Context: an optimization exercise on an open-source flow, tuned for small area. The choices shown serve that exercise and are no tape-out recipe. In this exercise RTL edits were held to simulation tests only and were not proved equivalent to the original. The clock port is modelled as an ideal driver, which makes a skipped or thinned clock tree look cheaper than it is; a real chip needs a root buffer or a tree. Power is estimated from default activity; no workload was simulated.

// Task3
module Task3(
	input [7:0] X0,
	input [7:0] X1,
	input [7:0] X2,
	input [7:0] X3,
	input [7:0] A0,
	input [7:0] A1,
	input [7:0] A2,
	input [7:0] A3,
	input clk,
	input rst,
	input enable,
	output ready,
	output valid,
	output [17:0] result
);
reg rdy, vld;
reg [2:0] c;
reg [7:0] a0, a1, a2, a3;
reg [7:0] xs0, xs1, xs2, xs3;
reg [9:0] h;
assign ready = rdy;
assign valid = vld;
wire first = (c == 3'd0);
wire prelast = (c == 3'd6);
wire last = (c == 3'd7);
always @(posedge clk) begin
	if (rst) begin
		rdy <= 1'b1;
		vld <= 1'b0;
	end else begin
		rdy <= rdy ? ~enable : last;
		vld <= ~rdy & last;
	end
	c <= rdy ? 3'd0 : c + 3'd1;
end
wire [9:0] nhin = first ? 10'h1ff : h;
wire b0 = xs0[0], b1 = xs1[0], b2 = xs2[0], b3 = xs3[0];
wire [7:0] npp0 = {a0[7] & b0, ~(a0[6:0] & {7{b0}})};
wire [7:0] npp1 = {a1[7] & b1, ~(a1[6:0] & {7{b1}})};
wire [7:0] npp2 = {a2[7] & b2, ~(a2[6:0] & {7{b2}})};
wire [7:0] npp3 = {a3[7] & b3, ~(a3[6:0] & {7{b3}})};
wire s1;
wire c2;
wire s3;
wire c4;
wire s5;
wire c6;
wire s7;
wire c8;
wire s9;
wire c10;
wire s11;
wire c12;
wire s13;
wire c14;
wire s15;
wire c16;
wire s17;
wire c18;
wire s19;
wire c20;
wire s21;
  ...
For scale: ~260 cells after synthesis, ~87 I/O pins, about 0.0031 mm^2 of cells after synthesis.
==> flow/config.mk <==
export PLATFORM = sky130hd
export DESIGN_NAME = Task3
export DESIGN_NICKNAME = Task3
export VERILOG_FILES = /design/flow/design.v
export SDC_FILE = /design/flow/constraint.sdc
export NUM_CORES = 4
export LEC_CHECK = 0
export ABC_AREA = 1
export CAP_MARGIN = 20
export CORE_MARGIN = 2
export CORE_UTILIZATION = 60
export SLEW_MARGIN = 20
==> flow/constraint.sdc <==
create_clock -name core_clock -period 8.0 [get_ports {clk}]
set_input_delay 1.6000 -clock core_clock [delete_from_list [all_inputs] [get_ports {clk}]]
set_output_delay 1.6000 -clock core_clock [all_outputs]
set_load 0.01 [all_outputs]
standard.sh (not shown) runs the stock make flow with config.mk's settings and CLKGATE_MAP_FILE= SYNTH_SCRIPT=/design/flow/synth_recipe.tcl, a recipe that flattens the netlist after the stock synthesis.
==> flow/flow/run.sh <==
#!/bin/bash
# The standard layout with these changes:
# - the port buffers are the smallest buffer cell instead of the delay cell
#   buffer_ports picks by itself;
# - Yosys's synth skips its early "abc -fast";
# - after the standard synthesis (flip-flops untouched from here on):
#   flow/netopt.py removes the inverters that extract_fa leaves around the
#   full adders (it flips full adders and two-input gates to inverted logic
#   instead), merges duplicate cells and sizes gates back to size 1;
#   flow/remap.sh maps the remaining plain gates again with ABC's area
#   mapper; flow/netopt.py runs once more;
# - after CTS, flow/clocktree.tcl replaces the clock tree by one level of
#   CLKTREE_NBUF buffers, each driving one group of nearby flip-flops.
set -euo pipefail
export PATH=$FLOW_HOME/../tools/install/yosys/bin:$PATH
export BUFFER_PORTS_ARGS="-buffer_cell sky130_fd_sc_hd__buf_1"
export SYNTH_ARGS="-noabc"
export POST_CTS_TCL=$PWD/flow/clocktree.tcl
export CLKTREE_NBUF=${CLKTREE_NBUF:-4}
export CLKTREE_CELL=${CLKTREE_CELL:-sky130_fd_sc_hd__clkbuf_8}
R=orfs/results/$FLOW_PLATFORM/Task3/base
bash standard.sh synth > synth.log 2>&1
cp $R/1_2_yosys.v yosys_standard.v
python3 flow/netopt.py yosys_standard.v netopt1.v --downsize > netopt1.log 2>&1
bash flow/remap.sh netopt1.v remap.v > remap.log 2>&1
python3 flow/netopt.py remap.v $R/1_2_yosys.v --downsize > netopt2.log 2>&1
touch $R/1_2_yosys.v
bash standard.sh finish > finish.log 2>&1
Other scripts of this flow, unchanged in this note and not shown: flow/flow/clocktree.tcl, flow/flow/fixassign.py, flow/flow/netopt.py, flow/flow/remap.abc, flow/flow/remap.sh
The first run passed the timing, design-rule and antenna checks.
Change:
--- a/flow/design.v
+++ b/flow/design.v
@@ -13,37 +13,44 @@
 	output ready,
 	output valid,
 	output [17:0] result
 );
 reg rdy, vld;
 reg [2:0] c;
 reg [7:0] a0, a1, a2, a3;
-reg [7:0] xs0, xs1, xs2, xs3;
+reg [7:1] xs0, xs1, xs2, xs3;
+reg rb;
 reg [9:0] h;
 assign ready = rdy;
 assign valid = vld;
-wire first = (c == 3'd0);
 wire prelast = (c == 3'd6);
 wire last = (c == 3'd7);
 always @(posedge clk) begin
 	if (rst) begin
 		rdy <= 1'b1;
 		vld <= 1'b0;
 	end else begin
 		rdy <= rdy ? ~enable : last;
 		vld <= ~rdy & last;
 	end
-	c <= rdy ? 3'd0 : c + 3'd1;
+	c <= (rdy | rst) ? 3'd1 : c + 3'd1;
 end
-wire [9:0] nhin = first ? 10'h1ff : h;
-wire b0 = xs0[0], b1 = xs1[0], b2 = xs2[0], b3 = xs3[0];
-wire [7:0] npp0 = {a0[7] & b0, ~(a0[6:0] & {7{b0}})};
-wire [7:0] npp1 = {a1[7] & b1, ~(a1[6:0] & {7{b1}})};
-wire [7:0] npp2 = {a2[7] & b2, ~(a2[6:0] & {7{b2}})};
-wire [7:0] npp3 = {a3[7] & b3, ~(a3[6:0] & {7{b3}})};
+wire [7:0] ma0 = rdy ? A0 : a1;
+wire [7:0] ma1 = rdy ? A1 : a2;
+wire [7:0] ma2 = rdy ? A2 : a3;
+wire [7:0] ma3 = rdy ? A3 : a0;
+wire b0 = rdy ? X0[0] : xs1[1];
+wire b1 = rdy ? X1[0] : xs2[1];
+wire b2 = rdy ? X2[0] : xs3[1];
+wire b3 = rdy ? X3[0] : xs0[1];
+wire [9:0] nhin = rdy ? 10'h1ff : h;
+wire [7:0] npp0 = {ma0[7] & b0, ~(ma0[6:0] & {7{b0}})};
+wire [7:0] npp1 = {ma1[7] & b1, ~(ma1[6:0] & {7{b1}})};
+wire [7:0] npp2 = {ma2[7] & b2, ~(ma2[6:0] & {7{b2}})};
+wire [7:0] npp3 = {ma3[7] & b3, ~(ma3[6:0] & {7{b3}})};
 wire s1;
 wire c2;
 wire s3;
 wire c4;
 wire s5;
 wire c6;
 wire s7;
@@ -169,21 +176,21 @@
 assign c62 = (c56 & s59) | (c56 & c58) | (s59 & c58);
 assign s63 = nhin[9] ^ c60 ^ c62;
 assign c64 = (nhin[9] & c60) | (nhin[9] & c62) | (c60 & c62);
 assign ns = {c64, s63, s61, s57, s49, s41, s33, s25, s17, s9, s3};
 wire [9:0] hnext = ns[10:1] ^ {prelast | last, {9{prelast}}};
 wire rbit = ns[0] ^ ~last;
 always @(posedge clk) begin
+	a0 <= ma0; a1 <= ma1; a2 <= ma2; a3 <= ma3;
 	if (rdy) begin
-		a0 <= A0; a1 <= A1; a2 <= A2; a3 <= A3;
-		xs0 <= X0; xs1 <= X1; xs2 <= X2; xs3 <= X3;
+		xs0 <= X0[7:1]; xs1 <= X1[7:1]; xs2 <= X2[7:1]; xs3 <= X3[7:1];
 	end else begin
-		a0 <= a1; a1 <= a2; a2 <= a3; a3 <= a0;
-		xs0 <= {rbit, xs1[7:1]};
-		xs1 <= {X1[7], xs2[7:1]};
-		xs2 <= {X2[7], xs3[7:1]};
-		xs3 <= {X3[7], xs0[7:1]};
+		xs0 <= {rb, xs1[7:2]};
+		xs1 <= {X1[7], xs2[7:2]};
+		xs2 <= {X2[7], xs3[7:2]};
+		xs3 <= {X3[7], xs0[7:2]};
 	end
+	rb <= rbit;
 	h <= hnext;
 end
-assign result = {h, xs0[7], xs3[6], xs2[5], xs1[4], xs0[3], xs3[2], xs2[1], xs1[0]};
+assign result = {h, rb, xs0[7], xs3[6], xs2[5], xs1[4], xs0[3], xs3[2], xs2[1]};
 endmodule
=> The new run finished with timing, DRC and antenna clean. Routed wire length goes down by 5.8%. Setup slack got worse by 0.44 ns. Total power goes up by 4.3%. Sequential share of layout area goes down by 1.2 points. Clock power goes down by about 4%. Global-route usage goes down by 2.0 points. Core utilization goes up by 0.23 points. Final cell count goes up by 6.4%. Register-to-register slack got worse by 0.21 ns. Synthesized cell count goes up by 8.8%. Synthesized area goes down by 1.7%. Hold slack got worse by 0.013 ns. Clock skew hardly moves.
No run of this note takes its clock network from TritonCTS; it comes from the design's own scripts or RTL.

[afterwards: timing with drivers on the ports]
The flow's constraints put no driver on any port. The routed layouts listed below were extracted and timed again, unchanged, in two steps. Step 1 sets driving cells, clkbuf_16 on the clock port and buf_2 on the other inputs (assumed; they add their load-dependent delay and slew). Step 2 moves the port delays by t, midway between the first and last clock arrival at a register: inputs arrive t later, outputs are due t later. That takes back most of the time a late clock gives input paths. Slacks: ideal / step 1 / step 2; pairs: ideal / step 1.
| run | t, ns | slack for setup (ns) | pins driven straight from the clock port |
|---|---|---|---|
| the first run | 0.225 | 2.107 / 2.107 / 2.107 | 4 |
| the second run | 0.222 | 1.667 / 1.705 / 1.484 | 4 |
After both steps every run listed still meets setup and hold. The setup slack of the second run, which loses most, moves by +0.038 ns with the drivers and by -0.183 ns with both steps.
